From an optimization exercise on the open Yosys and OpenROAD flow, aimed at small area; shortcuts taken in it are not production practice. At most, simulation tests tie the RTL to the original design; equivalence was not proved. No functional check of the RTL was part of run 1. Power and IR drop assume default switching activity.

==> flow/design.v <==
module apollo_top(
	input clk,
	input rst_n,
	input rs232_rx,
	output rs232_tx,
	input [7:0] in_ad_data,
	output out_ad_clk,
	output Sftclk,
	output Lchclk,
	output SDout,
	output test1,
	output test2
);
reg [3:0] rxs;
always @(posedge clk or negedge rst_n)
	if (!rst_n) rxs <= 4'd0;
	else rxs <= {rxs[2:0], rs232_rx};
wire rx_neg = rxs[3] & rxs[2] & ~rxs[1] & ~rxs[0];
reg rx_busy, rx_bps, rx_int;
reg [8:0] rx_cnt;
reg [3:0] rx_num;
reg [7:0] rx_data;
wire rx_cnt_end = rx_cnt[8] & rx_cnt[7] & rx_cnt[5] & rx_cnt[4] & rx_cnt[1];	 
always @(posedge clk)
	if (rx_busy && !rx_cnt_end) rx_cnt <= rx_cnt + 9'd1;
	else rx_cnt <= 9'd0;
always @(posedge clk or negedge rst_n)
	if (!rst_n) rx_bps <= 1'b0;
	else rx_bps <= rx_busy && (rx_cnt == 9'd217);
wire rx_num9 = rx_num[3] & rx_num[0];
always @(posedge clk or negedge rst_n)
	if (!rst_n) rx_busy <= 1'b0;
	else if (!rx_busy && rx_neg) rx_busy <= 1'b1;
	else if (rx_num9 && rx_bps) rx_busy <= 1'b0;
always @(posedge clk or negedge rst_n)
	if (!rst_n) begin
		rx_num <= 4'd0;
		rx_int <= 1'b0;
	end else if (rx_busy && rx_bps) begin
		if (!rx_num9) begin rx_num <= rx_num + 4'd1; rx_int <= 1'b0; end
		else begin rx_num <= 4'd0; rx_int <= 1'b1; end
	end else rx_int <= 1'b0;
always @(posedge clk)
	if (rx_busy && rx_bps)
		case (rx_num)
			4'd1: rx_data[0] <= rs232_rx;
			4'd2: rx_data[1] <= rs232_rx;
			4'd3: rx_data[2] <= rs232_rx;
			4'd4: rx_data[3] <= rs232_rx;
			4'd5: rx_data[4] <= rs232_rx;
			4'd6: rx_data[5] <= rs232_rx;
			4'd7: rx_data[6] <= rs232_rx;
			4'd8: rx_data[7] <= rs232_rx;
			default: ;
		endcase
wire tx_write;
wire [7:0] tx_in;
reg [2:0] tw;
always @(posedge clk or negedge rst_n)
	if (!rst_n) tw <= 3'b111;
	else tw <= {tw[1:0], tx_write};
wire tx_start = tw[1] & ~tw[2];
reg tx_en, tx_bps, txr;
reg [7:0] tx_data;
reg [3:0] tx_num;
reg [8:0] tx_cnt;
wire tx_num11 = tx_num[3] & tx_num[1] & tx_num[0];
always @(posedge clk or negedge rst_n)
	if (!rst_n) tx_en <= 1'b0;
	else if (tx_start) tx_en <= 1'b1;
	else if (tx_num11) tx_en <= 1'b0;
always @(posedge clk)
	if (tx_start) tx_data <= tx_in;
wire tx_cnt_end = tx_cnt[8] & tx_cnt[7] & tx_cnt[5] & tx_cnt[4] & tx_cnt[1];
always @(posedge clk)
	if (tx_en && !tx_cnt_end) tx_cnt <= tx_cnt + 9'd1;
	else tx_cnt <= 9'd0;
always @(posedge clk or negedge rst_n)
	if (!rst_n) tx_bps <= 1'b0;
	else tx_bps <= tx_en && (tx_cnt == 9'd217);
always @(posedge clk or negedge rst_n)
	if (!rst_n) begin
		tx_num <= 4'd0;
		txr <= 1'b1;
	end else if (tx_en) begin
		if (tx_bps) begin
			tx_num <= tx_num + 4'd1;
			case (tx_num)
				4'd0: txr <= 1'b0;
				4'd1: txr <= tx_data[0];
				4'd2: txr <= tx_data[1];
				4'd3: txr <= tx_data[2];
				4'd4: txr <= tx_data[3];
				4'd5: txr <= tx_data[4];
				4'd6: txr <= tx_data[5];
				4'd7: txr <= tx_data[6];
				4'd8: txr <= tx_data[7];
				default: txr <= 1'b1;
			endcase
		end else if (tx_num11) tx_num <= 4'd0;
	end
assign rs232_tx = txr;
localparam S_IDLE = 3'd0, S_RESET = 3'd1, S_ON = 3'd2, S_OFF = 3'd3,
           S_STATUS = 3'd4, S_SILENCE = 3'd5, S_RETURN = 3'd6, S_LEVEL = 3'd7;
reg [2:0] state, state_r;
reg recv_en, ctr_out, recv_rst_r, p1, scode_rdy_r, tx_write_r, txsel;
reg [1:0] txl;
reg [14:0] out_cnt;
reg [7:0] level_r, scode_r;
always @(posedge clk or negedge rst_n)
	if (!rst_n) begin
		recv_en <= 1'b0; ctr_out <= 1'b0; recv_rst_r <= 1'b1; level_r <= 8'd100;
		p1 <= 1'b0; state <= S_IDLE; txl <= 2'd0; txsel <= 1'b0;
		tx_write_r <= 1'b0; scode_rdy_r <= 1'b0;
	end else case (state)
		S_IDLE:
			if (rx_int)
				case (rx_data)
					8'd1: state <= S_RESET;
					8'd2: state <= S_ON;
					8'd3: state <= S_OFF;
					8'd4: state <= S_STATUS;
					8'd5: state <= S_SILENCE;
					8'd6: state <= S_LEVEL;
					default: state <= S_RETURN;
				endcase
		S_RESET: begin scode_rdy_r <= 1'b1; recv_rst_r <= 1'b0; state <= S_RETURN; end
		S_ON:    begin scode_rdy_r <= 1'b1; recv_en <= 1'b1; state <= S_RETURN; end
		S_OFF:   begin scode_rdy_r <= 1'b1; recv_en <= 1'b0; state <= S_RETURN; end
		S_STATUS: begin
			ctr_out <= 1'b1;
			if (out_cnt == 15'd20000) tx_write_r <= 1'b0;
			else if (out_cnt == 15'd19998) begin txl <= {recv_en, ctr_out}; txsel <= 1'b0; tx_write_r <= 1'b1; end
			else if (out_cnt == 15'd10008) tx_write_r <= 1'b0;
			else if (out_cnt == 15'd9998) begin txsel <= 1'b1; tx_write_r <= 1'b1; end
			else if (out_cnt == 15'd0) state <= S_RETURN;
		end
		S_SILENCE:
			if (rx_int) begin p1 <= (rx_data == 8'd1); state <= S_RETURN; end
		S_LEVEL:
			if (rx_int) begin scode_rdy_r <= 1'b1; level_r <= rx_data; state <= S_RETURN; end
		S_RETURN:
			case (state_r)
				S_RESET: recv_rst_r <= 1'b1;
				S_ON:      begin ctr_out <= 1'b1; txl <= recv_en ? 2'd1 : 2'd2; txsel <= 1'b0; tx_write_r <= 1'b1; end
				S_OFF:     begin ctr_out <= 1'b1; txl <= recv_en ? 2'd2 : 2'd1; txsel <= 1'b0; tx_write_r <= 1'b1; end
				S_STATUS:  begin txl <= recv_en ? 2'd1 : 2'd2; txsel <= 1'b0; tx_write_r <= 1'b1; end
				S_SILENCE: ctr_out <= p1;
				S_LEVEL:   begin txl <= 2'd1; txsel <= 1'b0; tx_write_r <= 1'b1; end
				S_RETURN:  begin tx_write_r <= 1'b0; scode_rdy_r <= 1'b0; state <= S_IDLE; end
				default: ;
			endcase
		default: state <= S_IDLE;
	endcase
always @(posedge clk)
	if (state == S_IDLE && rx_int && rx_data == 8'd4) out_cnt <= 15'd20000;
	else if (state == S_STATUS) out_cnt <= out_cnt - 15'd1;
always @(posedge clk)
	case (state)
		S_RESET: scode_r <= 8'd0;
		S_ON: scode_r <= 8'd1;
		S_OFF: scode_r <= 8'd2;
		S_LEVEL: if (rx_int) scode_r <= rx_data;
		default: ;
	endcase
always @(posedge clk or negedge rst_n)
	if (!rst_n) state_r <= S_IDLE;
	else state_r <= state;
wire [7:0] recv_in;
wire recv_write;
assign tx_in = ctr_out ? (txsel ? level_r : {6'd0, txl}) : recv_in;
assign tx_write = ctr_out ? tx_write_r : recv_write;
wire ce = recv_en;
wire rrst_n = rst_n & recv_rst_r;
reg [3:0] acnt;
reg [7:0] adout;
always @(posedge clk or negedge rrst_n)
	if (!rrst_n) acnt <= 4'd0;
	else if (ce) acnt <= acnt + 4'd1;
always @(posedge clk or negedge rrst_n)
	if (!rrst_n) adout <= 8'd0;
	else if (ce && acnt == 4'd10) adout <= in_ad_data;
assign out_ad_clk = acnt[3];
wire den = (acnt == 4'd11);	 
wire a13 = (acnt == 4'd13);
wire bdata = adout > level_r;
assign test1 = bdata;
reg [4:0] gcnt;
reg g8;
wire g25 = gcnt[4] & gcnt[3] & gcnt[0];
always @(posedge clk or negedge rrst_n)
	if (!rrst_n) begin gcnt <= 5'd0; g8 <= 1'b0; end
	else if (ce) begin
		if (g25) begin g8 <= ~g8; gcnt <= 5'd0; end
		else gcnt <= gcnt + 5'd1;
	end
wire pe = ce & g25 & ~g8;
wire ne = ce & g25 & g8;
wire g3 = (gcnt == 5'd3);
wire g4 = (gcnt == 5'd4);
wire g11 = (gcnt == 5'd11);
reg [3:0] cdc;
reg clk_low1, cd_en, nh9, nh7;
reg ahead_mid, behind_mid;
wire ahead = ahead_mid & cd_en;
wire behind = behind_mid & cd_en;
wire num8 = ~ahead & ~behind;
wire [3:0] nhm1 = nh9 ? 4'd8 : (nh7 ? 4'd6 : 4'd7);
always @(posedge clk or negedge rrst_n)
	if (!rrst_n) begin cdc <= 4'd0; clk_low1 <= 1'b0; cd_en <= 1'b0; nh9 <= 1'b0; nh7 <= 1'b0; end
	else if (pe) begin
		cdc <= cdc + 4'd1;
		if (cdc == 4'd0) begin clk_low1 <= ~clk_low1; nh9 <= ahead; nh7 <= behind; cd_en <= 1'b0; end
		else if (cdc == 4'd4) clk_low1 <= ~clk_low1;
		else if (cdc == nhm1) begin cd_en <= 1'b1; cdc <= 4'd0; end
	end
reg [3:0] adder, count_num, adder_mid, adder_mid_ahead;
reg add_permit, firstbit;
always @(posedge clk or negedge rrst_n)
	if (!rrst_n) begin
		add_permit <= 1'b0; count_num <= 4'd0; adder <= 4'd0;
		adder_mid <= 4'd4; adder_mid_ahead <= 4'd4; firstbit <= 1'b0;
	end else if (pe) begin
		if (cd_en && num8) begin
			adder_mid_ahead <= adder_mid;
			add_permit <= 1'b1;
			count_num <= count_num + 4'd1;
			firstbit <= bdata;
			adder <= adder + {3'd0, bdata};
		end
		if (!cd_en && add_permit) begin
			if (count_num == 4'd7) begin
				count_num <= 4'd0;
				adder_mid <= adder + {3'd0, bdata};
				adder <= 4'd0;
			end else begin
				count_num <= count_num + 4'd1;
				adder <= adder + {3'd0, bdata};
			end
		end else if (!num8) begin
			add_permit <= 1'b0; count_num <= 4'd0; adder <= 4'd0; adder_mid <= 4'd4; firstbit <= 1'b0;
		end
	end
wire am_lo = (adder_mid != 4'd0) && (adder_mid < 4'd4);
wire am_hi = (adder_mid > 4'd4) && (adder_mid < 4'd8);
wire pd_ahead = (am_lo & ~firstbit) | (am_hi & firstbit)
	| ((adder_mid == 4'd8) & (adder_mid_ahead == 4'd0))
	| ((adder_mid == 4'd0) & (adder_mid_ahead == 4'd8));
wire pd_behind = (am_lo & firstbit) | (am_hi & ~firstbit);
always @(posedge clk or negedge rrst_n)
	if (!rrst_n) begin ahead_mid <= 1'b0; behind_mid <= 1'b0; end
	else if (ne) begin
		ahead_mid <= cd_en & num8 & pd_ahead;
		behind_mid <= cd_en & num8 & pd_behind;
	end
reg syn_buf, ben;
reg bin;
wire syn_neg = clk_low1 & syn_buf;
always @(posedge clk or negedge rrst_n)
	if (!rrst_n) begin syn_buf <= 1'b0; ben <= 1'b0; end
	else if (ce) begin syn_buf <= ~clk_low1; ben <= syn_neg; end
always @(posedge clk)
	if (ce && syn_neg) bin <= bdata;
assign test2 = ben;
reg [5:0] ph;
always @(posedge clk or negedge rrst_n)
	if (!rrst_n) ph <= 6'd0;
	else ph <= ph + 6'd1;
reg [12:0] pv;
always @(posedge clk or negedge rrst_n)
	if (!rrst_n) pv <= 13'd0;
	else if (ce && a13) pv <= pv + {5'd0, adout};
wire snap = ce & g8 & (gcnt == 5'd9);	 
wire [3:0] nhm2 = nh9 ? 4'd7 : (nh7 ? 4'd5 : 4'd6);
reg [12:0] k7, k8, bas;
always @(posedge clk)
	if (snap && (cdc == nhm2 || (cdc == 4'd0 && pd_ahead))) k7 <= pv;
always @(posedge clk)
	if (snap && cdc == nhm1) k8 <= pv;
reg fb1;
always @(posedge clk or negedge rrst_n)
	if (!rrst_n) begin bas <= 13'd0; fb1 <= 1'b1; end
	else if (ce && ben) begin
		fb1 <= 1'b0;
		if (!fb1) bas <= (nh7 | nh9) ? k7 : k8;
	end
wire [12:0] avs = pv - bas;
wire [6:0] aver = avs[12:6];
reg [6:0] llv;
reg [7:0] rssi;
reg rflag;
always @(posedge clk or negedge rrst_n)
	if (!rrst_n) llv <= 7'd0;
	else if (ce && ben && !bin) llv <= aver;
always @(posedge clk)
	if (ce && ben && bin) rssi <= {1'b0, aver} - {1'b0, llv};
always @(posedge clk or negedge rrst_n)
	if (!rrst_n) rflag <= 1'b0;
	else if (ce) begin
		if (ben && bin) rflag <= 1'b1;
		else if (g4) rflag <= 1'b0;
	end
reg [511:0] rring;
reg [5:0] rwp;
reg rW, rlap;
reg [7:0] rnxt;
wire rpend = (ce & rflag & g3) | rW;
wire rwr = rpend & (ph == rwp);
always @(posedge clk)
	rring <= {rring[503:0], rwr ? rssi : rring[511:504]};
always @(posedge clk or negedge rrst_n)
	if (!rrst_n) begin rwp <= 6'd0; rW <= 1'b0; rlap <= 1'b1; rnxt <= 8'd0; end
	else begin
		rW <= rpend & ~rwr;
		if (rwr) begin
			rwp <= rwp + 6'd1;
			if (rwp == 6'd62) rlap <= 1'b0;
			rnxt <= rlap ? 8'd0 : rring[503:496];
		end
	end
reg [14:0] rsum;
always @(posedge clk or negedge rrst_n)
	if (!rrst_n) rsum <= 15'd0;
	else if (ce && rflag) begin
		if (g3) rsum <= rsum - {7'd0, rnxt};
		else if (g4) rsum <= rsum + {7'd0, rssi};
	end
reg [43:0] bre;	 
reg [43:0] bro;	 
wire [87:0] bbuf;
genvar gi;
generate for (gi = 0; gi < 44; gi = gi + 1) begin : g_bb
	assign bbuf[2*gi] = bre[gi];
	assign bbuf[2*gi+1] = bro[gi];
end endgenerate
reg [6:0] phc;
reg bW, mflag;
wire aligned = (phc == 7'd0);
wire bpush = aligned & (bW | (ce & ben));
always @(posedge clk or negedge rrst_n)
	if (!rrst_n) bre <= 44'd0;
	else bre <= {bro[42:0], bpush ? bin : bro[43]};
always @(posedge clk)
	bro <= bre;
always @(posedge clk or negedge rrst_n)
	if (!rrst_n) begin phc <= 7'd0; bW <= 1'b0; end
	else begin
		if (bpush || (phc[6] & phc[4] & phc[2] & phc[1] & phc[0])) phc <= 7'd0;
		else phc <= phc + 7'd1;
		if (bpush) bW <= 1'b0;
		else if (ce && ben) bW <= 1'b1;
	end
always @(posedge clk)
	if (aligned)
		mflag <= bbuf[87] & bbuf[86] & ~bbuf[85] & ~bbuf[84] & ~bbuf[3] & ~bbuf[2] & bbuf[1] & bbuf[0];
reg dpend_f;	 
always @(posedge clk or negedge rrst_n)
	if (!rrst_n) dpend_f <= 1'b0;
	else if (ce) begin
		if (ben && mflag) dpend_f <= 1'b1;
		else if (g11) dpend_f <= 1'b0;
	end
wire fden = dpend_f & g11;
function [7:0] man;
	input [15:0] d;
	integer k;
	begin
		for (k = 0; k < 8; k = k + 1) man[k] = d[2*k+1] & ~d[2*k];
	end
endfunction
reg ts, ts_r;
reg [12:0] ocnt;
reg [3:0] fcnt;
wire tsp = ts & ~ts_r;
wire oc6000 = ocnt[12] & ocnt[10] & ocnt[9] & ocnt[8] & ocnt[6] & ocnt[5] & ocnt[4];
wire oc50 = (ocnt == 13'd50);
always @(posedge clk or negedge rrst_n)
	if (!rrst_n) begin ts <= 1'b0; ts_r <= 1'b0; end
	else if (ce) begin
		ts_r <= ts;
		if (fden) ts <= 1'b1;
		else if (fcnt[3]) ts <= 1'b0;
	end
always @(posedge clk)
	if (ce) begin
		if (tsp) begin ocnt <= 13'd0; fcnt <= 4'd0; end
		else if (ts) begin
			if (oc6000) begin ocnt <= 13'd0; fcnt <= fcnt + 4'd1; end
			else ocnt <= ocnt + 13'd1;
		end else begin ocnt <= 13'd0; fcnt <= 4'd0; end
	end
reg [7:0] f_uh, f_ul, f_zid, f_cnt, f_typ, f_rssi;
reg floadW;
wire fload = floadW & aligned & ~bW;
always @(posedge clk or negedge rrst_n)
	if (!rrst_n) floadW <= 1'b0;
	else if (fload) floadW <= 1'b0;
	else if (ce && tsp) floadW <= 1'b1;
always @(posedge clk)
	if (fload) begin
		f_uh <= man(bbuf[84:69]);
		f_ul <= man(bbuf[68:53]);
		f_zid <= man(bbuf[52:37]);
		f_typ <= man(bbuf[36:21]);
		f_cnt <= man(bbuf[20:5]);
	end
always @(posedge clk)
	if (ce && tsp) f_rssi <= rsum[14:7];
reg sent_any;
wire pre50 = (ocnt <= 13'd50);
wire [2:0] idx = fcnt[2:0] - {2'd0, pre50};
reg [7:0] fb;
always @(*)
	case (idx)
		3'd0: fb = 8'hCA;
		3'd1: fb = f_uh;
		3'd2: fb = f_ul;
		3'd3: fb = f_zid;
		3'd4: fb = f_cnt;
		3'd5: fb = f_typ;
		3'd6: fb = f_rssi;
		default: fb = 8'hFE;
	endcase
reg drdy_r;
always @(posedge clk or negedge rrst_n)
	if (!rrst_n) begin sent_any <= 1'b0; drdy_r <= 1'b0; end
	else if (ce) begin
		if (ts && oc50) begin sent_any <= 1'b1; drdy_r <= 1'b1; end
		else drdy_r <= 1'b0;
	end
assign recv_in = sent_any ? fb : 8'd0;
assign recv_write = drdy_r;
reg refresh_r;
always @(posedge clk or negedge rst_n)
	if (!rst_n) refresh_r <= 1'b0;
	else if (scode_rdy_r) refresh_r <= 1'b1;
localparam B_IDLE = 3'd0, B_SHIFT = 3'd1, B_WJ = 3'd2, B_JUDGE = 3'd3, B_ADD = 3'd4;
reg [2:0] bst;
reg [3:0] shift_time;
reg change_done, add3_en;
reg [7:0] rb;
reg [1:0] b2;
reg [3:0] b1, b0;
reg [9:0] bcd;
always @(posedge clk or negedge rst_n)
	if (!rst_n) bst <= B_IDLE;
	else case (bst)
		B_IDLE: if ((scode_r != 8'd0) && refresh_r) bst <= B_SHIFT;
		B_SHIFT: bst <= B_WJ;
		B_WJ: bst <= change_done ? B_IDLE : B_JUDGE;
		B_JUDGE: bst <= add3_en ? B_ADD : B_SHIFT;
		B_ADD: bst <= B_SHIFT;
		default: bst <= B_IDLE;
	endcase
wire early = shift_time[3] & (shift_time[1] | shift_time[0]);	 
always @(posedge clk)
	case (bst)
		B_IDLE: begin shift_time <= 4'd10; rb <= scode_r; b2 <= 2'd0; b1 <= 4'd0; b0 <= 4'd0; end
		B_SHIFT: begin
			{b2, b1, b0} <= {b2[0], b1, b0, early ? 1'b0 : rb[7]};
			if (!early) rb <= {rb[6:0], 1'b0};
			shift_time <= shift_time - 4'd1;
			change_done <= (shift_time == 4'd1);
		end
		B_WJ: add3_en <= (b1 >= 4'd5) || (b0 >= 4'd5);
		B_JUDGE: add3_en <= 1'b0;
		B_ADD: begin
			if (b1 >= 4'd5) b1 <= b1 + 4'd3;
			if (b0 >= 4'd5) b0 <= b0 + 4'd3;
		end
		default: ;
	endcase
always @(posedge clk or negedge rst_n)
	if (!rst_n) bcd <= 10'd0;
	else if (bst == B_WJ && change_done) bcd <= {b2, b1, b0};
reg [6:0] pc;
reg lch;
reg [1:0] dpy_n;
reg [3:0] dig;
always @(posedge clk or negedge rst_n)
	if (!rst_n) pc <= 7'd78;
	else if (pc == 7'd78) pc <= 7'd0;
	else pc <= pc + 7'd1;
always @(posedge clk or negedge rst_n)
	if (!rst_n) lch <= 1'b0;
	else if (pc == 7'd77) lch <= 1'b1;
	else if (pc == 7'd2) lch <= 1'b0;
always @(posedge clk or negedge rst_n)
	if (!rst_n) dpy_n <= 2'd0;
	else if (pc == 7'd78 && lch) dpy_n <= dpy_n + 2'd1;
always @(posedge clk or negedge rst_n)
	if (!rst_n) dig <= 4'd0;
	else if (pc == 7'd38)
		case (dpy_n)
			2'd0: dig <= bcd[3:0];
			2'd1: dig <= bcd[7:4];
			2'd2: dig <= {2'd0, bcd[9:8]};
			default: dig <= 4'd0;
		endcase
reg [7:0] seg;
always @(*)
	case (dig)
		4'd0: seg = 8'b1100_0000;
		4'd1: seg = 8'b1111_1001;
		4'd2: seg = 8'b1010_0100;
		4'd3: seg = 8'b1011_0000;
		4'd4: seg = 8'b1001_1001;
		4'd5: seg = 8'b1001_0010;
		4'd6: seg = 8'b1000_0010;
		4'd7: seg = 8'b1111_1000;
		4'd8: seg = 8'b1000_0000;
		default: seg = 8'b1001_0000;
	endcase
reg sd, sck;
always @(*) begin
	sd = 1'b0;
	if (pc >= 7'd24 && pc <= 7'd27) sd = (dpy_n == 2'd0);
	else if (pc >= 7'd28 && pc <= 7'd31) sd = (dpy_n == 2'd1);
	else if (pc >= 7'd32 && pc <= 7'd35) sd = (dpy_n == 2'd2);
	else if (pc >= 7'd36 && pc <= 7'd41) sd = (dpy_n == 2'd3);
	else if (pc >= 7'd42 && pc <= 7'd49) sd = seg[7];
	else if (pc >= 7'd50 && pc <= 7'd53) sd = seg[6];
	else if (pc >= 7'd54 && pc <= 7'd57) sd = seg[5];
	else if (pc >= 7'd58 && pc <= 7'd61) sd = seg[4];
	else if (pc >= 7'd62 && pc <= 7'd65) sd = seg[3];
	else if (pc >= 7'd66 && pc <= 7'd69) sd = seg[2];
	else if (pc >= 7'd70 && pc <= 7'd73) sd = seg[1];
	else if (pc >= 7'd74 || pc <= 7'd3) sd = seg[0];
	sck = ((pc >= 7'd9 && pc <= 7'd38) && (pc[1] ^ pc[0]))
	   || ((pc >= 7'd47 && pc <= 7'd76) && (pc[1:0] == 2'd3 || pc[1:0] == 2'd0));
end
assign Sftclk = sck;
assign Lchclk = lch;
assign SDout = sd;
endmodule
==> flow/run.sh <==
#!/bin/bash
# synth_recipe.tcl (not shown) runs the flow's synth.tcl, then flattens the netlist and writes it again
# the make line also repeats each setting of config.mk as NAME=value (left out here)
make -C /OpenROAD-flow-scripts/flow DESIGN_CONFIG=/design/flow/config.mk WORK_HOME=/design/flow/orfs CLKGATE_MAP_FILE= SYNTH_SCRIPT=/design/flow/synth_recipe.tcl finish
==> flow/config.mk <==
export PLATFORM = sky130hd
export DESIGN_NAME = apollo_top
export DESIGN_NICKNAME = apollo_top
export VERILOG_FILES = /design/flow/design.v
export SDC_FILE = /design/flow/constraint.sdc
export NUM_CORES = 4
export LEC_CHECK = 0
export CAP_MARGIN = 20
export CORE_MARGIN = 2
export CORE_UTILIZATION = 40
export CTS_CLUSTER_DIAMETER = 80
export CTS_CLUSTER_SIZE = 30
export PLACE_DENSITY = 0.6
export SLEW_MARGIN = 20
==> flow/constraint.sdc <==
create_clock -name core_clock -period 20.0 [get_ports {clk}]
set_input_delay 4.0000 -clock core_clock [delete_from_list [all_inputs] [get_ports {clk}]]
set_output_delay 4.0000 -clock core_clock [all_outputs]
set_load 0.01 [all_outputs]
==> run_results.csv, run 1 <==
group,metric,value,unit
synth,postSynthCellCount,2506,
sta,max_slew_margin,32.7,%
detailed_routing,ant_nets,0,
sta,worstMarginPinSlew,1010,ps
run,drv_cap,0,
clocking,cts_made_buffers,42,
clocking,root_buffer,"clkbuf_16",
power,power.density,89.8,nW/um2
floorplanning,die_area,82400,um2
power,power,3.12,mW
clocking,ctsLongestPathBuffers,3,
floorplanning,die_width,287,um
sta,finalMaxSlewViolations,0,
clocking,ctsHoldBuffers,0,
detailed_routing,vias,17200,
power,p_leak,13.9,nW
placed_design,placed_cells,3512,
floorplanning,start_util,40.5,%
global_routing,grt_max_degree,142,
synth,avgSynthCellArea,12.8,um2
critical_path,r2r-start,"ocnt[9]",
worst_hold_path,hold_path.startpoint,"rring[312]",
worst_hold_path,hold_path_depth,0,
sta,finalSetupViolCount,0,
power,peakVddDrop,0.0718,mV
detailed_routing,drtPass1Iterations,5,
critical_path,cp_slowest_cell,"dfstp_2",
detailed_routing,routed_wl,52400,um
finish,syn2layout_area_growth,8.46,%
clocking,ctsResizeCount,0,
synth,ys_async_sr_fraction,25.3,%
sta,finalSetupTns,0,ps
clocking,htree_num_levels,2,
detailed_routing,viasPerCell,4.80,
critical_path,cp.buffers_inverters,2,
placed_design,gp_congestion,0.787,
finish,num_antenna_cells,0,
critical_path,r2r_cells,10,
finish,fin_cells,3587,
synth,yosysTopAreaCellShare,36.8,%
placed_design,numPortBuffers,17,
sta,fin_crit_sh,37.0,%
status,status,"no timing/DRC/antenna violations",
global_routing,grt_pass1_vias,17300,
worst_hold_path,worstHoldEndpoint,"rring[320]",
critical_path,crit_fanout,14,
sta,rsz0062_at_grt,"false",
global_routing,grt_use_total,12.9,%
critical_path,cpPeakStageDelay,700,ps
clocking,cts.reportedPaths.clkPinSlew,100,ps
critical_path,required,16000,ps
worst_hold_path,hp-class,"flop to flop",
synth,synth_edf_count,149,
detailed_routing,wire_per_inst,14.6,um
sta,layout_min_cycle_time,7410,ps
critical_path,crit_path_cell_trace,"inv_1 > ha_1 > o21ba_2 > a211o_1 > nor3b_1 > nand2_1 > nor3_1 > a21oi_1 > a21oi_1 > clkdlybuf4s50_1",
critical_path,reg2reg_setup_slack,16320,ps
synth,synthTopCellsByCount,"dfxtp_1, dfrtp_1, nand2_1",
clocking,clk-insertion-delay-late,600,ps
sta,finalClockSkew,32.3,ps
finish,drive_above_1_share,6.03,%
detailed_routing,drt_iter0_drc,882,
detailed_routing,drc_errors,0,
clocking,post_cts_buffers,0,
critical_path,cp_top_family,"compound AO/OA/AOI/OAI gates",
finish,nFillCells,7203,
critical_path,worst_ep_arrival_time,3410,ps
synth,syn_nets,2624,
floorplanning,die_h,287,um
floorplanning,io_pins,18,
critical_path,start_kind,"flop",
sta,hold_viol,0,
synth,seq_area_frac_synth,70.4,%
critical_path,end_kind,"primary output",
clocking,clock_sinks,988,
synth,yosysUniqueCellTypes,75,
synth,synth-main-ff-cell,"dfxtp_1",
placed_design,detailed_place_hpwl,34800,um
critical_path,r2r_end,"tx_data[2]",
floorplanning,core,79100,um2
finish,final_util,43.9,%
global_routing,overflow,0,
global_routing,grt_pass1_wl,88200,um
synth,synthesis.area,32000,um2
critical_path,worst-setup-path-type,"flop to primary output",
synth,yosys_warnings,1,
floorplanning,rows,103,
synth,yosys.area.top_type,"dfxtp_1",
synth,ys_ff_latch,988,
synth,yosysMostFrequentCell,"dfxtp_1",
finish,fin_nets,2625,
global_routing,antenna_found_initial,0,
sta,timing.fmax,0.135,GHz
synth,yosys-top-cells-area,"dfxtp_1, dfrtp_1, edfxtp_1",
clocking,cts_tree,"yes",
critical_path,crit_top_cell,"a21oi_1",
-- worst register-to-register path, cell delays in order (launching register included) --
cell and delay [ps]:
edfxtp_1 490, nor4_1 340, nand2_1 110, a21oi_1 180
ha_1 180, ha_1 220, xor2_2 800, nand2_1 160
a311oi_1 590, a221oi_1 210, o21ai_0 250
-- power by group --
group	switching, mW	internal [mW]	total [mW]
logic	0.0131	0.0105	0.0236
registers	0.00761	2.02	2.03
clock network	0.600	0.466	1.07
-- cell type report --
class	instances	area (um2)	share of cell area (%)
Clock buffer	65	1250	3.61
Clock inverter	9	160	0.461
Inverter	106	398	1.15
Timing Repair Buffer	26	251	0.724
Sequential cell	988	22500	64.9
Multi-Input combinational cell	1343	8830	25.4
Tap cell	1050	1310	3.78
-- kinds of logic (layout without fill, tap and decap cells) --
family                     after synthesis  in the layout  share of synthesized area, %
AOI/OAI and AO/OA                      362            362                          7.07
adders and majority gates              107            107                          4.25
DFF                                    988            988                          70.4
xor gates and xnor gates               115            115                          3.14
and+or+nand+nor                        686            686                          10.5
buffers and inverters                  175            206                          2.16
muxes                                   73             73                          2.48
-- stage by stage --
step,worst slack (ps),cell area (um2),hold WS (ps)
4_1_cts,12520,34700,327
3_5_place_dp,13200,33300,312
6_report,12590,34700,320
2_1_floorplan,10310,32000,310
5_1_grt,12260,34700,328
3_3_place_gp,13180,33300,310
-- state kept, by name, summed over array words and instances (netlist names), 9 cells and up, named ones only --
name	count
rring	512
bre	44
bro	44
out_cnt	15
rsum	15
bas	13
k7	13
k8	13
ocnt	13
pv	13
bcd	10
rx_cnt	9
tx_cnt	9
-- worst max-delay path by stage --
stage,end,start,cells past startpoint,slack (ps)
5_1_grt,SDout,pc[1],9,12260
4_1_cts,SDout,pc[1],10,12520
2_1_floorplan,asynchronous set/reset pin,rst_n,1,10310
6_report,SDout,pc[1],10,12590
3_5_place_dp,SDout,pc[1],10,13200
3_3_place_gp,SDout,pc[1],9,13180
-- cells in the final DEF (no fill, tap or decap), types with 12 or more instances in the layout --
| cell type | synthesis | layout |
|---|---|---|
| nor3_1 | 34 | 34 |
| dfstp_2 | 16 | 16 |
| edfxtp_1 | 149 | 149 |
| clkbuf_16 | 0 | 47 |
| nand3_1 | 61 | 61 |
| nand2b_1 | 19 | 19 |
| o31ai_1 | 16 | 16 |
| or3_1 | 12 | 12 |
| mux2_2 | 50 | 50 |
| mux2i_1 | 23 | 23 |
| o22ai_1 | 13 | 13 |
| nand3b_1 | 16 | 16 |
| clkdlybuf4s50_1 | 0 | 16 |
| nor4_1 | 15 | 15 |
| a21oi_1 | 76 | 76 |
| ha_1 | 104 | 104 |
| nand4_1 | 24 | 24 |
| o21bai_1 | 15 | 15 |
| nand2_1 | 208 | 208 |
| and3_1 | 18 | 18 |
| o21ai_0 | 124 | 124 |
| clkbuf_1 | 59 | 16 |
| dfrtp_1 | 234 | 234 |
| xnor2_1 | 57 | 57 |
| and2_1 | 23 | 22 |
| nor2_1 | 158 | 157 |
| dfxtp_1 | 589 | 589 |
| nor2b_1 | 55 | 55 |
| a31oi_1 | 12 | 12 |
| inv_1 | 106 | 106 |
| xor2_1 | 58 | 57 |
| a21o_1 | 13 | 13 |
-- metal layers --
layer	share of wire, %	GRT usage, %	up-vias	wire [um]
met1	50	18.3	8417	26100
met4	1.9	3.27	0	980
met2	46	21.0	186	23900
met5	0	0	-	0
li1	-	-	8564	-
met3	2.7	1.65	66	1390
==> run 2, diff against run 1 <==
--- a/flow/design.v
+++ b/flow/design.v
@@ -22,5 +22,5 @@
 reg [7:0] rx_data;
-wire rx_cnt_end = rx_cnt[8] & rx_cnt[7] & rx_cnt[5] & rx_cnt[4] & rx_cnt[1];	 
+wire rx_cnt_end = (rx_cnt == 9'd364);
 always @(posedge clk)
-	if (rx_busy && !rx_cnt_end) rx_cnt <= rx_cnt + 9'd1;
+	if (rx_busy && !rx_cnt_end) rx_cnt <= {rx_cnt[7:0], ~(rx_cnt[8] ^ rx_cnt[4])};
 	else rx_cnt <= 9'd0;
@@ -28,3 +28,3 @@
 	if (!rst_n) rx_bps <= 1'b0;
-	else rx_bps <= rx_busy && (rx_cnt == 9'd217);
+	else rx_bps <= rx_busy && (rx_cnt == 9'd77);
 wire rx_num9 = rx_num[3] & rx_num[0];
@@ -73,5 +73,5 @@
 	if (tx_start) tx_data <= tx_in;
-wire tx_cnt_end = tx_cnt[8] & tx_cnt[7] & tx_cnt[5] & tx_cnt[4] & tx_cnt[1];
+wire tx_cnt_end = (tx_cnt == 9'd364);
 always @(posedge clk)
-	if (tx_en && !tx_cnt_end) tx_cnt <= tx_cnt + 9'd1;
+	if (tx_en && !tx_cnt_end) tx_cnt <= {tx_cnt[7:0], ~(tx_cnt[8] ^ tx_cnt[4])};
 	else tx_cnt <= 9'd0;
@@ -79,3 +79,3 @@
 	if (!rst_n) tx_bps <= 1'b0;
-	else tx_bps <= tx_en && (tx_cnt == 9'd217);
+	else tx_bps <= tx_en && (tx_cnt == 9'd77);
 always @(posedge clk or negedge rst_n)
@@ -131,7 +131,7 @@
 			ctr_out <= 1'b1;
-			if (out_cnt == 15'd20000) tx_write_r <= 1'b0;
-			else if (out_cnt == 15'd19998) begin txl <= {recv_en, ctr_out}; txsel <= 1'b0; tx_write_r <= 1'b1; end
-			else if (out_cnt == 15'd10008) tx_write_r <= 1'b0;
-			else if (out_cnt == 15'd9998) begin txsel <= 1'b1; tx_write_r <= 1'b1; end
-			else if (out_cnt == 15'd0) state <= S_RETURN;
+			if (out_cnt == 15'd0) tx_write_r <= 1'b0;
+			else if (out_cnt == 15'd3) begin txl <= {recv_en, ctr_out}; txsel <= 1'b0; tx_write_r <= 1'b1; end
+			else if (out_cnt == 15'd24978) tx_write_r <= 1'b0;
+			else if (out_cnt == 15'd19178) begin txsel <= 1'b1; tx_write_r <= 1'b1; end
+			else if (out_cnt == 15'd17894) state <= S_RETURN;
 		end
@@ -155,4 +155,4 @@
 always @(posedge clk)
-	if (state == S_IDLE && rx_int && rx_data == 8'd4) out_cnt <= 15'd20000;
-	else if (state == S_STATUS) out_cnt <= out_cnt - 15'd1;
+	if (state == S_IDLE && rx_int && rx_data == 8'd4) out_cnt <= 15'd0;
+	else if (state == S_STATUS) out_cnt <= {out_cnt[13:0], ~(out_cnt[14] ^ out_cnt[13])};
 always @(posedge clk)
@@ -264,6 +264,2 @@
 assign test2 = ben;
-reg [5:0] ph;
-always @(posedge clk or negedge rrst_n)
-	if (!rrst_n) ph <= 6'd0;
-	else ph <= ph + 6'd1;
 reg [12:0] pv;
@@ -303,18 +299,16 @@
 reg [511:0] rring;
-reg [5:0] rwp;
-reg rW, rlap;
+reg [5:0] rd;
+reg rW, rclr;
 reg [7:0] rnxt;
 wire rpend = (ce & rflag & g3) | rW;
-wire rwr = rpend & (ph == rwp);
+wire rwr = rpend & (rd == 6'd0);
 always @(posedge clk)
-	rring <= {rring[503:0], rwr ? rssi : rring[511:504]};
+	rring <= {rring[503:0], rwr ? rssi : (rclr ? 8'd0 : rring[511:504])};
 always @(posedge clk or negedge rrst_n)
-	if (!rrst_n) begin rwp <= 6'd0; rW <= 1'b0; rlap <= 1'b1; rnxt <= 8'd0; end
+	if (!rrst_n) begin rd <= 6'd0; rW <= 1'b0; rclr <= 1'b1; rnxt <= 8'd0; end
 	else begin
+		if (!rwr) rd <= rd - 6'd1;
+		if (rd == 6'd1) rclr <= 1'b0;
 		rW <= rpend & ~rwr;
-		if (rwr) begin
-			rwp <= rwp + 6'd1;
-			if (rwp == 6'd62) rlap <= 1'b0;
-			rnxt <= rlap ? 8'd0 : rring[503:496];
-		end
+		if (rwr) rnxt <= rring[503:496];
 	end
@@ -374,4 +368,6 @@
 wire tsp = ts & ~ts_r;
-wire oc6000 = ocnt[12] & ocnt[10] & ocnt[9] & ocnt[8] & ocnt[6] & ocnt[5] & ocnt[4];
-wire oc50 = (ocnt == 13'd50);
+wire oc6000 = (ocnt == 13'd1111);
+wire oc50 = (ocnt == 13'd315);
+wire [12:0] ocnt_nx = {ocnt[11:0], ~(ocnt[12] ^ ocnt[3] ^ ocnt[2] ^ ocnt[0])};
+reg pre50;	 
 always @(posedge clk or negedge rrst_n)
@@ -388,3 +384,3 @@
 			if (oc6000) begin ocnt <= 13'd0; fcnt <= fcnt + 4'd1; end
-			else ocnt <= ocnt + 13'd1;
+			else ocnt <= ocnt_nx;
 		end else begin ocnt <= 13'd0; fcnt <= 4'd0; end
@@ -409,3 +405,7 @@
 reg sent_any;
-wire pre50 = (ocnt <= 13'd50);
+always @(posedge clk)
+	if (ce) begin
+		if (tsp || !ts || oc6000) pre50 <= 1'b1;
+		else if (oc50) pre50 <= 1'b0;
+	end
 wire [2:0] idx = fcnt[2:0] - {2'd0, pre50};
==> run 2 against run 1 <==
- still clean on timing, DRC and antenna
- count of clock-buffer cells in the layout down 8
- fmax down 6.1%
- utilization down 0.18 points
- critical endpoint unchanged
==> run_results.csv, run 2 <==
group,metric,value,unit
finish,final_util,43.7,%
detailed_routing,wire_per_inst,14.8,um
floorplanning,die_h,283,um
synth,synth_edf_count,150,
clocking,root_buffer,"clkbuf_16",
finish,top_register,"rring",
clocking,ctsLongestPathBuffers,3,
sta,rsz0062_at_grt,"false",
detailed_routing,vias,16300,
detailed_routing,viasPerCell,4.73,
sta,layout_min_cycle_time,7890,ps
clocking,cts_made_buffers,40,
finish,nFillCells,7026,
power,p_leak,13.7,nW
synth,synthesis.area,31200,um2
finish,fin_nets,2497,
synth,yosysTopAreaCellShare,37.7,%
placed_design,detailed_place_hpwl,34000,um
critical_path,crit_fanout,12,
power,power.density,89.8,nW/um2
clocking,clock_sinks,983,
critical_path,required,16000,ps
critical_path,worst-setup-path-type,"flop to primary output",
global_routing,grt_pass1_wl,84700,um
critical_path,cp_top_family,"compound AO/OA/AOI/OAI gates",
synth,synth-simple-area-share,9.83,%
critical_path,end_kind,"primary output",
synth,seq_area_frac_synth,71.8,%
detailed_routing,routed_wl,51000,um
synth,synth-main-ff-cell,"dfxtp_1",
floorplanning,rows,102,
power,peakVddDrop,0.0581,mV
sta,max_slew_margin,33.6,%
clocking,cts.reportedPaths.clkPinSlew,110,ps
sta,worstMarginPinSlew,996,ps
finish,drive_above_1_share,6.71,%
detailed_routing,drtPass1Iterations,7,
synth,ys_ff_latch,983,
finish,final_common_cell,"dfxtp_1",
sta,finalSetupTns,0,ps
synth,synthMuxAreaShare,3.00,%
global_routing,met3_usage,1.91,%
global_routing,antenna_found_initial,4,
sta,finalMaxSlewViolations,0,
synth,postSynthCellCount,2377,
sta,whs,326,ps
synth,synthTopCellsByCount,"dfxtp_1, dfrtp_1, nand2_1",
finish,layout_common_cells,"dfxtp_1, dfrtp_1, nand2_1",
global_routing,grt_pass1_vias,16400,
run,drv_cap,0,
sta,timing.fmax,0.127,GHz
finish,num_antenna_cells,0,
floorplanning,die_area,80400,um2
clocking,cts_tree,"yes",
sta,finalSetupViolCount,0,
synth,synth_compound_area_share,7.36,%
synth,yosys.area.top_type,"dfxtp_1",
clocking,post_cts_buffers,0,
sta,finalClockSkew,22.7,ps
synth,ys_async_sr_fraction,24.8,%
floorplanning,core,77300,um2
worst_hold_path,hp-class,"flop to flop",
synth,synth_top_family_by_area,"simple AND/OR/NAND/NOR gates",
clocking,htree_num_levels,2,
detailed_routing,ant_nets,0,
clocking,clk-insertion-delay-late,630,ps
floorplanning,io_pins,18,
clocking,ctsResizeCount,0,
finish,multi_input_area,8280,um2
finish,regArea,22400,um2
finish,largest_register_ffs,512,
synth,synth-adder-area-share,3.96,%
synth,yosys.area_share.xor_xnor,2.27,%
synth,syn_nets,2485,
critical_path,crit_path_cell_trace,"ha_1 > o21ba_2 > a2111oi_4 > mux2i_1 > a221oi_1 > a31o_2 > o311a_1 > o21ai_0 > clkdlybuf4s50_1",
critical_path,cp.buffers_inverters,1,
sta,fin_crit_sh,39.4,%
critical_path,worst_ep_arrival_time,3890,ps
global_routing,overflow,0,
synth,yosys-top-cells-area,"dfxtp_1, dfrtp_1, edfxtp_1",
status,status,"no timing/DRC/antenna violations",
global_routing,grt_use_total,12.7,%
critical_path,cpPeakStageDelay,620,ps
critical_path,start_kind,"flop",
finish,top_regs,"rring: 512 flops, bre: 44 flops, bro: 44 flops",
global_routing,grt_max_degree,81,
critical_path,cp_slowest_cell,"dfrtp_1",
synth,yosysMostFrequentCell,"dfxtp_1",
global_routing,grt.met1_usage,17.9,%
synth,yosysUniqueCellTypes,79,
global_routing,grt_busiest_layer,"met2",
floorplanning,start_util,40.4,%
placed_design,gp_congestion,0.796,
detailed_routing,drt_iter0_drc,952,
detailed_routing,drc_errors,0,
sta,hold_viol,0,
global_routing,grtUsageMet2,20.3,%
placed_design,numPortBuffers,17,
clocking,ctsHoldBuffers,0,
floorplanning,die_width,283,um
finish,syn2layout_area_growth,8.26,%
synth,avgSynthCellArea,13.1,um2
synth,yosys_warnings,1,
run 2: changes by cell type in the layout (fill, tap and decap cells not counted), moves of 16 or more:
cell | before | now
nor2_1 | 157 | 121
nand3_1 | 61 | 34
and2_1 | 22 | 45
inv_1 | 106 | 86
xor2_1 | 57 | 39
xnor2_1 | 57 | 41
run 2: cell type report:
cell class	instances	area share, %
sequential	983	66.3
timing repair buffer	31	0.810
clock buffer	57	3.18
inverter	86	0.954
tap	1040	3.85
multi-input combinational	1247	24.5
clock inverter	10	0.433
run 2: through the flow:
| stage | cells | instance area, um2 | setup WS, ps | total power [mW] |
|---|---|---|---|---|
| floorplan | 2377 | 31200 | 10500 | 2.08 |
| global placement | 3387 | 32600 | 12850 | 2.09 |
| detailed placement | 3387 | 32600 | 12800 | 2.09 |
| CTS | 3454 | 33800 | 12070 | 3.08 |
| global route | 3454 | 33800 | 11950 | 3.15 |
| finish | 3454 | 33800 | 12110 | 3.04 |
run 2: metal layers:
layer	wire (um)	part of all wire, %
met4	1300	2.5
met5	0	0
met1	25100	49
met2	23100	45
met3	1600	3.1
run 2: cell families after synthesis:
| kind of cell | count (synthesis) |
|---|---|
| AOI/OAI and AO/OA | 361 |
| xor gates and xnor gates | 81 |
| adders and majority gates | 97 |
| buffers and inverters | 147 |
| DFF | 983 |
| muxes | 87 |
| and+or+nand+nor | 621 |
run 2: worst paths after layout:
kind	slack [ps]	cells past startpoint	endpoint	start
hold / removal	330	0	rring[191]	rring[183]
setup / recovery	12110	9	SDout	pc[0]
hold reg to reg	330	0	rring[191]	rring[183]
min in group asynchronous	500	1	bre[30]	recv_rst_r
max in group asynchronous	14370	4	adout[2]	rst_n
setup reg to reg	16220	15	rsum[12]	gcnt[0]
run 2: power by group:
group / total (mW) / internal, mW / switching, mW
registers: 2.03 / 2.02 / 0.00854
clock network: 0.985 / 0.396 / 0.589
logic: 0.0255 / 0.0133 / 0.0121
total: 3.04 / 2.43 / 0.610
==> run 3, diff against run 2 <==
--- a/flow/design.v
+++ b/flow/design.v
@@ -43,14 +43,4 @@
 always @(posedge clk)
-	if (rx_busy && rx_bps)
-		case (rx_num)
-			4'd1: rx_data[0] <= rs232_rx;
-			4'd2: rx_data[1] <= rs232_rx;
-			4'd3: rx_data[2] <= rs232_rx;
-			4'd4: rx_data[3] <= rs232_rx;
-			4'd5: rx_data[4] <= rs232_rx;
-			4'd6: rx_data[5] <= rs232_rx;
-			4'd7: rx_data[6] <= rs232_rx;
-			4'd8: rx_data[7] <= rs232_rx;
-			default: ;
-		endcase
+	if (rx_busy && rx_bps && rx_num != 4'd0 && !rx_num9)
+		rx_data <= {rs232_rx, rx_data[7:1]};
 wire tx_write;
@@ -108,3 +98,5 @@
 reg [14:0] out_cnt;
-reg [7:0] level_r, scode_r;
+reg [7:0] level_r;
+reg [1:0] ssel;	 
+wire [7:0] scode_r = (ssel == 2'd3) ? level_r : {6'd0, ssel};
 always @(posedge clk or negedge rst_n)
@@ -159,6 +151,6 @@
 	case (state)
-		S_RESET: scode_r <= 8'd0;
-		S_ON: scode_r <= 8'd1;
-		S_OFF: scode_r <= 8'd2;
-		S_LEVEL: if (rx_int) scode_r <= rx_data;
+		S_RESET: ssel <= 2'd0;
+		S_ON: ssel <= 2'd1;
+		S_OFF: ssel <= 2'd2;
+		S_LEVEL: if (rx_int) ssel <= 2'd3;
 		default: ;
@@ -439,3 +431,2 @@
 reg [3:0] shift_time;
-reg change_done, add3_en;
 reg [7:0] rb;
@@ -449,4 +440,4 @@
 		B_SHIFT: bst <= B_WJ;
-		B_WJ: bst <= change_done ? B_IDLE : B_JUDGE;
-		B_JUDGE: bst <= add3_en ? B_ADD : B_SHIFT;
+		B_WJ: bst <= cdone ? B_IDLE : B_JUDGE;
+		B_JUDGE: bst <= (ge1 | ge0) ? B_ADD : B_SHIFT;
 		B_ADD: bst <= B_SHIFT;
@@ -455,2 +446,5 @@
 wire early = shift_time[3] & (shift_time[1] | shift_time[0]);	 
+wire cdone = (shift_time == 4'd0);	 
+wire ge1 = (b1 >= 4'd5);
+wire ge0 = (b0 >= 4'd5);
 always @(posedge clk)
@@ -462,9 +456,6 @@
 			shift_time <= shift_time - 4'd1;
-			change_done <= (shift_time == 4'd1);
 		end
-		B_WJ: add3_en <= (b1 >= 4'd5) || (b0 >= 4'd5);
-		B_JUDGE: add3_en <= 1'b0;
 		B_ADD: begin
-			if (b1 >= 4'd5) b1 <= b1 + 4'd3;
-			if (b0 >= 4'd5) b0 <= b0 + 4'd3;
+			if (ge1) b1 <= b1 + 4'd3;
+			if (ge0) b0 <= b0 + 4'd3;
 		end
@@ -474,4 +465,5 @@
 	if (!rst_n) bcd <= 10'd0;
-	else if (bst == B_WJ && change_done) bcd <= {b2, b1, b0};
-reg [6:0] pc;
+	else if (bst == B_WJ && cdone) bcd <= {b2, b1, b0};
+reg db;	 
+reg [5:0] dq;
 reg lch;
@@ -479,16 +471,17 @@
 reg [3:0] dig;
+wire dq_end = db ? (dq[5] & dq[3]) : (dq[5] & dq[2] & dq[0]);	 
 always @(posedge clk or negedge rst_n)
-	if (!rst_n) pc <= 7'd78;
-	else if (pc == 7'd78) pc <= 7'd0;
-	else pc <= pc + 7'd1;
+	if (!rst_n) begin db <= 1'b1; dq <= 6'd36; end
+	else if (dq_end) begin db <= ~db; dq <= 6'd0; end
+	else dq <= dq + 6'd1;
 always @(posedge clk or negedge rst_n)
 	if (!rst_n) lch <= 1'b0;
-	else if (pc == 7'd77) lch <= 1'b1;
-	else if (pc == 7'd2) lch <= 1'b0;
+	else if (db && dq == 6'd35) lch <= 1'b1;
+	else if (db && dq == 6'd39) lch <= 1'b0;
 always @(posedge clk or negedge rst_n)
 	if (!rst_n) dpy_n <= 2'd0;
-	else if (pc == 7'd78 && lch) dpy_n <= dpy_n + 2'd1;
+	else if (db && dq == 6'd36 && lch) dpy_n <= dpy_n + 2'd1;
 always @(posedge clk or negedge rst_n)
 	if (!rst_n) dig <= 4'd0;
-	else if (pc == 7'd38)
+	else if (!db && dq == 6'd34)
 		case (dpy_n)
@@ -513,23 +506,18 @@
 	endcase
-reg sd, sck;
-always @(*) begin
-	sd = 1'b0;
-	if (pc >= 7'd24 && pc <= 7'd27) sd = (dpy_n == 2'd0);
-	else if (pc >= 7'd28 && pc <= 7'd31) sd = (dpy_n == 2'd1);
-	else if (pc >= 7'd32 && pc <= 7'd35) sd = (dpy_n == 2'd2);
-	else if (pc >= 7'd36 && pc <= 7'd41) sd = (dpy_n == 2'd3);
-	else if (pc >= 7'd42 && pc <= 7'd49) sd = seg[7];
-	else if (pc >= 7'd50 && pc <= 7'd53) sd = seg[6];
-	else if (pc >= 7'd54 && pc <= 7'd57) sd = seg[5];
-	else if (pc >= 7'd58 && pc <= 7'd61) sd = seg[4];
-	else if (pc >= 7'd62 && pc <= 7'd65) sd = seg[3];
-	else if (pc >= 7'd66 && pc <= 7'd69) sd = seg[2];
-	else if (pc >= 7'd70 && pc <= 7'd73) sd = seg[1];
-	else if (pc >= 7'd74 || pc <= 7'd3) sd = seg[0];
-	sck = ((pc >= 7'd9 && pc <= 7'd38) && (pc[1] ^ pc[0]))
-	   || ((pc >= 7'd47 && pc <= 7'd76) && (pc[1:0] == 2'd3 || pc[1:0] == 2'd0));
-end
-assign Sftclk = sck;
+reg [2:0] bi;	 
+always @(*)
+	case (dq[5:2])
+		4'd0, 4'd1: bi = 3'd7;
+		4'd2: bi = 3'd6;
+		4'd3: bi = 3'd5;
+		4'd4: bi = 3'd4;
+		4'd5: bi = 3'd3;
+		4'd6: bi = 3'd2;
+		4'd7: bi = 3'd1;
+		default: bi = 3'd0;
+	endcase
+wire [7:0] sel_byte = {4'd0, dpy_n == 2'd0, dpy_n == 2'd1, dpy_n == 2'd2, dpy_n == 2'd3};
+assign Sftclk = (dq[1] ^ dq[0]) & (dq[5:2] != 4'd0) & (dq[5:2] != 4'd9);
 assign Lchclk = lch;
-assign SDout = sd;
+assign SDout = db ? seg[bi] : sel_byte[bi];
 endmodule
--- a/flow/config.mk
+++ b/flow/config.mk
@@ -9,6 +9,6 @@
 export CORE_MARGIN = 2
-export CORE_UTILIZATION = 40
+export CORE_UTILIZATION = 55
 export CTS_CLUSTER_DIAMETER = 80
 export CTS_CLUSTER_SIZE = 30
-export PLACE_DENSITY = 0.6
+export PLACE_DENSITY = 0.7
 export SLEW_MARGIN = 20
==> run 3 against run 2 <==
- sequential share of layout area up 0.93 points
- sequential power about the same
- largest power group unchanged
- worst setup slack better by 260 ps
- clock power down 0.8%
- highest routed layer is now met5
==> run_results.csv, run 3 <==
group,metric,value,unit
status,status,"no timing/DRC/antenna violations",
global_routing,grt_max_degree,72,
synth,yosys.area.top_type,"dfxtp_1",
global_routing,grt_pass1_vias,16000,
synth,yosys.area_share.xor_xnor,2.28,%
sta,rsz0062_at_grt,"false",
clocking,ctsHoldBuffers,0,
detailed_routing,drc_errors,0,
synth,postSynthCellCount,2333,
clocking,ctsLongestPathBuffers,3,
finish,layout_common_cells,"dfxtp_1, dfrtp_1, nand2_1",
synth,syn_nets,2443,
synth,synth_edf_count,142,
detailed_routing,ant_nets,0,
finish,final_common_cell,"dfxtp_1",
detailed_routing,viasPerCell,5.15,
placed_design,gp_congestion,0.825,
clocking,clock_sinks,975,
sta,max_slew_margin,29.5,%
power,peakVddDrop,0.0941,mV
synth,synthMuxAreaShare,2.79,%
power,p_sw,603,uW
global_routing,grt_use_total,17.2,%
clocking,clk-insertion-delay-late,620,ps
clocking,root_buffer,"clkbuf_16",
power,p_int,2.40,mW
detailed_routing,wl_met2,22200,um
finish,top_regs,"rring: 512 flops, bre: 44 flops, bro: 44 flops",
placed_design,detailed_place_hpwl,31300,um
synth,yosysUniqueCellTypes,84,
floorplanning,die_area,57900,um2
synth,ys_async_sr_fraction,25.0,%
critical_path,worst_ep_arrival_time,3630,ps
critical_path,start_kind,"flop",
synth,yosysTopAreaCellShare,38.3,%
sta,finalSetupTns,0,ps
sta,timing.fmax,0.131,GHz
sta,finalClockSkew,16.4,ps
finish,fin_nets,2457,
clocking,htree_num_levels,2,
critical_path,worst-setup-path-type,"flop to primary output",
detailed_routing,wl_met3,1570,um
worst_hold_path,hp-class,"flop to flop",
synth,synth-simple-area-share,9.78,%
detailed_routing,wire_per_inst,15.5,um
power,clkPwrFrac,32.5,%
sta,finalSetupViolCount,0,
synth,synth_compound_area_share,7.07,%
sta,fin_crit_sh,38.2,%
synth,ys_ff_latch,975,
finish,num_antenna_cells,0,
power,power.density,91.1,nW/um2
synth,yosys_warnings,1,
placed_design,placed_cells,3052,
synth,yosysMostFrequentCell,"dfxtp_1",
global_routing,antenna_found_initial,1,
floorplanning,io_pins,18,
floorplanning,core,55200,um2
global_routing,grt_pass1_wl,80900,um
sta,layout_min_cycle_time,7630,ps
detailed_routing,vias,16100,
finish,top_register,"rring",
placed_design,numPortBuffers,17,
synth,synth_top_family_by_area,"simple AND/OR/NAND/NOR gates",
clocking,ctsResizeCount,0,
sta,worstMarginPinSlew,1050,ps
detailed_routing,met1_length,23300,um
finish,drive_above_1_share,7.04,%
synth,avgSynthCellArea,13.2,um2
synth,synthTopCellsByCount,"dfxtp_1, dfrtp_1, nand2_1",
floorplanning,die_width,241,um
power,p_sw_share,20.0,%
clocking,cts.reportedPaths.clkPinSlew,110,ps
critical_path,crit_fanout,9,
critical_path,end_kind,"primary output",
power,power_frac_comb,0.8,%
worst_hold_path,hold_path_depth,0,
synth,yosys-top-cells-area,"dfxtp_1, dfrtp_1, edfxtp_1",
power,p_leak,13.7,nW
detailed_routing,drt_iter0_drc,878,
power,seqPwrFrac,66.7,%
clocking,post_cts_buffers,0,
run,drv_cap,0,
critical_path,required,16000,ps
global_routing,overflow,0,
clocking,cts_made_buffers,40,
finish,fin_cells,3120,
synth,seq_area_frac_synth,72.1,%
sta,finalMaxSlewViolations,0,
critical_path,r2r_cells,15,
floorplanning,die_h,241,um
clocking,cts_tree,"yes",
synth,synth-adder-area-share,4.10,%
synth,synth-main-ff-cell,"dfxtp_1",
detailed_routing,routed_wl,48400,um
detailed_routing,drtPass1Iterations,5,
detailed_routing,top_layer_used,"met5",
sta,hold_viol,0,
finish,largest_register_ffs,512,
finish,syn2layout_area_growth,7.22,%
floorplanning,start_util,55.8,%
synth,synthesis.area,30800,um2
floorplanning,rows,86,
run 3: final timing paths:
kind | endpoint | slack, ps | from
min | rring[133] | 330 | rring[125]
max in group asynchronous | adout[3] | 14670 | rst_n
min in group asynchronous | ts_r | 620 | recv_rst_r
max | SDout | 12370 | dq[2]
min reg2reg | rring[133] | 330 | rring[125]
max reg2reg | rsum[10] | 16160 | gcnt[0]
run 3: power groups by stage:
| stage | logic, mW | registers, mW | clock network [mW] |
|---|---|---|---|
| after floorplan | 0.0152 | 2.05 | 0 |
| after global placement | 0.0223 | 2.05 | 0 |
| after detailed placement | 0.0235 | 2.05 | 0 |
| after CTS | 0.0238 | 2.01 | 1.01 |
| final | 0.0232 | 2.01 | 0.977 |
| after global routing | 0.0267 | 2.01 | 1.08 |
run 3: logic make-up (layout without fill, tap and decap cells):
| group | Yosys count | count (layout) |
|---|---|---|
| AND/OR/NAND/NOR | 598 | 598 |
| adder cells (fa/ha/maj) | 99 | 99 |
| XOR/XNOR | 80 | 80 |
| AO/OA/AOI/OAI | 352 | 352 |
| buffers and inverters | 150 | 189 |
| flip-flops | 975 | 975 |
| multiplexers | 79 | 79 |
run 3: worst max-delay path, stage by stage (launching register included):
cell	delay (ps)
dfstp_2	630
inv_1	150
ha_1	230
nor2b_1	160
a211oi_4	420
mux2_2	390
a211oi_1	240
nor3_1	80
a21oi_1	160
o21ai_1	80
clkdlybuf4s50_1	480
run 3: area by class of cell:
| class | count | area (um2) |
|---|---|---|
| fillers | 4346 | 22200 |
| inverters | 91 | 342 |
| clock inverters | 12 | 165 |
| repair buffers | 31 | 277 |
| multi-input cells | 1208 | 8040 |
| flip-flops and latches | 975 | 22200 |
| well taps | 748 | 936 |
| clock buffers | 55 | 1060 |
run 3: routing by layer:
layer  vias up  global-route usage, %
met4         2                   5.40
met3        74                   2.76
li1       7959                      -
met5         -                      0
met2       199                   27.5
met1      7848                   24.4
run 3: per-stage QoR:
stage	power, mW	hold slack (ps)	setup WS (ps)	utilization [%]	instance area [um2]
5_1_grt	3.11	332	12130	59.8	33000
3_3_place_gp	2.07	310	13120	57.5	31700
2_1_floorplan	2.06	310	10500	-	30800
6_report	3.01	325	12370	59.8	33000
4_1_cts	3.04	327	12340	59.7	33000
3_5_place_dp	2.07	312	13020	57.5	31700
==> run 4, diff against run 3 <==
--- a/flow/config.mk
+++ b/flow/config.mk
@@ -9,6 +9,6 @@
 export CORE_MARGIN = 2
-export CORE_UTILIZATION = 55
+export CORE_UTILIZATION = 40
 export CTS_CLUSTER_DIAMETER = 80
 export CTS_CLUSTER_SIZE = 30
-export PLACE_DENSITY = 0.7
+export PLACE_DENSITY = 0.6
 export SLEW_MARGIN = 20
==> run 4 against run 3 <==
- still clean on timing, DRC and antenna
- clock power is 8% higher
- sequential power hardly changed
- clock skew is 20 ps higher
- critical endpoint unchanged
- largest cell class unchanged
==> run_results.csv, run 4 <==
group,metric,value,unit
sta,max_slew_margin,31.2,%
synth,avgSynthCellArea,13.2,um2
floorplanning,rows,101,
detailed_routing,wl_met3,1220,um
critical_path,reg2reg_setup_slack,16540,ps
critical_path,cp.buffers_inverters,2,
synth,yosysUniqueCellTypes,84,
finish,top_regs,"rring: 512 flops, bre: 44 flops, bro: 44 flops",
global_routing,antenna_found_initial,0,
detailed_routing,vias,16000,
synth,synthesis.area,30800,um2
sta,layout_min_cycle_time,7670,ps
floorplanning,io_pins,18,
worst_hold_path,hold_path.startpoint,"rring[387]",
placed_design,detailed_place_hpwl,31400,um
finish,layout_common_cells,"dfxtp_1, dfrtp_1, nand2_1",
power,p_leak,13.8,nW
synth,postSynthCellCount,2333,
sta,rsz0062_at_grt,"false",
synth,synth_top_family_by_area,"simple AND/OR/NAND/NOR gates",
critical_path,cp_slowest_cell,"dfstp_2",
detailed_routing,routed_wl,48600,um
critical_path,r2r-start,"gcnt[0]",
finish,fin_cells,3407,
global_routing,grt_max_degree,72,
clocking,clock_sinks,975,
synth,synth_compound_area_share,7.07,%
sta,finalMaxSlewViolations,0,
finish,final_area,33500,um2
synth,yosys.area.top_type,"dfxtp_1",
sta,timing.fmax,0.130,GHz
synth,synth-main-ff-cell,"dfxtp_1",
worst_hold_path,hp-class,"flop to flop",
detailed_routing,viasPerCell,4.70,
synth,synth_edf_count,142,
synth,yosysTopAreaCellShare,38.3,%
critical_path,worst-setup-path-type,"flop to primary output",
detailed_routing,drt_iter0_drc,1131,
clocking,root_buffer,"clkbuf_16",
floorplanning,core,76100,um2
placed_design,numPortBuffers,17,
synth,seq_area_frac_synth,72.1,%
clocking,htree_num_levels,2,
floorplanning,die_h,281,um
global_routing,overflow,0,
critical_path,worst_ep_arrival_time,3670,ps
critical_path,end_kind,"primary output",
status,status,"no timing/DRC/antenna violations",
critical_path,required,16000,ps
detailed_routing,ant_nets,0,
floorplanning,die_width,281,um
power,peakVddDrop,0.0562,mV
clocking,ctsResizeCount,0,
critical_path,crit_path_cell_trace,"inv_1 > ha_1 > nor2b_1 > a211oi_4 > mux2_2 > a211oi_1 > nor3_1 > a21oi_1 > o21ai_1 > clkdlybuf4s50_1",
global_routing,grt_pass1_wl,82300,um
finish,num_antenna_cells,0,
synth,yosys_warnings,1,
detailed_routing,top_layer_used,"met4",
finish,final_util,44.1,%
clocking,clk-insertion-delay-late,620,ps
synth,ys_async_sr_fraction,25.0,%
synth,synth-simple-area-share,9.78,%
floorplanning,start_util,40.5,%
clocking,cts.reportedPaths.clkPinSlew,100,ps
finish,largest_register_ffs,512,
finish,fin_nets,2461,
detailed_routing,met1_length,24300,um
critical_path,crit_fanout,9,
clocking,ctsLongestPathBuffers,3,
synth,synth-adder-area-share,4.10,%
synth,yosys.area_share.xor_xnor,2.28,%
detailed_routing,drtPass1Iterations,5,
global_routing,grt_use_total,12.6,%
critical_path,cpPeakStageDelay,630,ps
placed_design,place_area,32100,um2
clocking,ctsHoldBuffers,0,
clocking,cts_tree,"yes",
placed_design,gp_congestion,0.841,
sta,fin_crit_sh,38.4,%
synth,synthMuxAreaShare,2.79,%
critical_path,start_kind,"flop",
clocking,cts_made_buffers,42,
detailed_routing,wire_per_inst,14.3,um
floorplanning,die_area,79200,um2
critical_path,r2r_cells,15,
synth,yosys-top-cells-area,"dfxtp_1, dfrtp_1, edfxtp_1",
finish,top_register,"rring",
sta,finalSetupViolCount,0,
worst_hold_path,hold_path_depth,0,
sta,whs,313,ps
detailed_routing,drc_errors,0,
sta,hold_viol,0,
worst_hold_path,worstHoldEndpoint,"rring[395]",
synth,ys_ff_latch,975,
sta,finalSetupTns,0,ps
sta,finalClockSkew,36.3,ps
synth,synthTopCellsByCount,"dfxtp_1, dfrtp_1, nand2_1",
finish,final_common_cell,"dfxtp_1",
detailed_routing,wl_met2,21700,um
synth,syn_nets,2443,
global_routing,grt_pass1_vias,16300,
synth,yosysMostFrequentCell,"dfxtp_1",
sta,worstMarginPinSlew,1030,ps
run,drv_cap,0,
critical_path,cp_top_family,"compound AO/OA/AOI/OAI gates",
finish,drive_above_1_share,7.61,%
finish,syn2layout_area_growth,8.96,%
power,power.density,92.1,nW/um2
placed_design,placed_cells,3336,
critical_path,r2r_end,"rsum[10]",
clocking,post_cts_buffers,0,
run 4: cell counts after synthesis:
No cell type changed its count.
run 4: metal layers:
metal  up-vias  track usage [%]
met1      7796             18.0
met3        91             1.68
met5         -                0
li1       7965                -
met2       174             19.8
met4         0             4.24
run 4: final cells by class:
cell class / instances / area (um2)
clock buffers: 52 / 1110
clock inverters: 18 / 280
fillers: 6974 / 42500
inverters: 91 / 342
multi-input cells: 1208 / 8040
flip-flops and latches: 975 / 22200
well taps: 1030 / 1290
repair buffers: 33 / 295
run 4: kinds of logic after synthesis:
family	after synthesis
DFF	975
and+or+nand+nor	598
AOI/OAI and AO/OA	352
buffers and inverters	150
adders and majority gates	99
xor gates and xnor gates	80
muxes	79
run 4: worst max-delay path by stage:
stage | startpoint | endpoint | cells past startpoint
after floorplan | rst_n | asynchronous set/reset pin | 1
after global placement | dq[2] | SDout | 10
after detailed placement | dq[2] | SDout | 10
after CTS | dq[2] | SDout | 10
after global routing | dq[2] | SDout | 10
final | dq[2] | SDout | 10
run 4: through the flow:
| stage | total power, mW | worst slack [ps] |
|---|---|---|
| after floorplan | 2.06 | 10500 |
| after global placement | 2.07 | 13080 |
| after detailed placement | 2.07 | 13020 |
| after CTS | 3.13 | 12320 |
| after global routing | 3.20 | 12120 |
| final | 3.09 | 12330 |
run 4: worst register-to-register path, cell delays in order (launching register included):
cell and delay [ps]:
dfrtp_1 490, ha_1 270, nor4b_4 210, buf_4 290, nand2_1 80, o21ai_0 80, ha_1 200, inv_1 60
fa_1 420, a211oi_1 260, o21bai_1 120, a21o_1 240, a21o_1 190, a21oi_1 220, xor2_1 150, o21ai_0 80
run 4: report_power, final:
group	leakage (nW)	total (mW)	internal, mW	switching, mW
logic	3.89	0.0233	0.0129	0.0105
registers	9.20	2.01	2.00	0.00804
clock network	0.675	1.06	0.455	0.602
total	13.8	3.09	2.47	0.621

==> port drivers added, routing unchanged <==
How much do the figures lean on ideal ports? The routed layouts below were timed once more, with nothing changed but the port constraints.
Step 1 assumes that a clkbuf_16 drives the clock port and a buf_2 every other input.
Step 2 times the ports against the registers' clock, not the clock port: input delays grow and output delays shrink by t, the midpoint of the rising clock arrivals with the driver on.
Slacks: no drivers / after step 1 / after step 2; pairs: no drivers / after step 1.
| run | t, ns | setup WS [ns] | hold WS [ns] | worst setup path after step 2 | clock arrival spread, ns |
|---|---|---|---|---|---|
| run 1 | 0.643 | 12.591 / 12.536 / 13.179 | 0.320 / 0.320 / 0.320 | register to output | 0.042 / 0.042 |
| run 2 | 0.673 | 12.111 / 12.047 / 12.720 | 0.326 / 0.326 / 0.326 | register to output | 0.032 / 0.032 |
| run 3 | 0.670 | 12.368 / 12.309 / 12.979 | 0.325 / 0.325 / 0.325 | register to output | 0.020 / 0.020 |
| run 4 | 0.659 | 12.327 / 12.266 / 12.925 | 0.313 / 0.313 / 0.313 | register to output | 0.043 / 0.043 |
After both steps setup and hold are still met in every run listed.
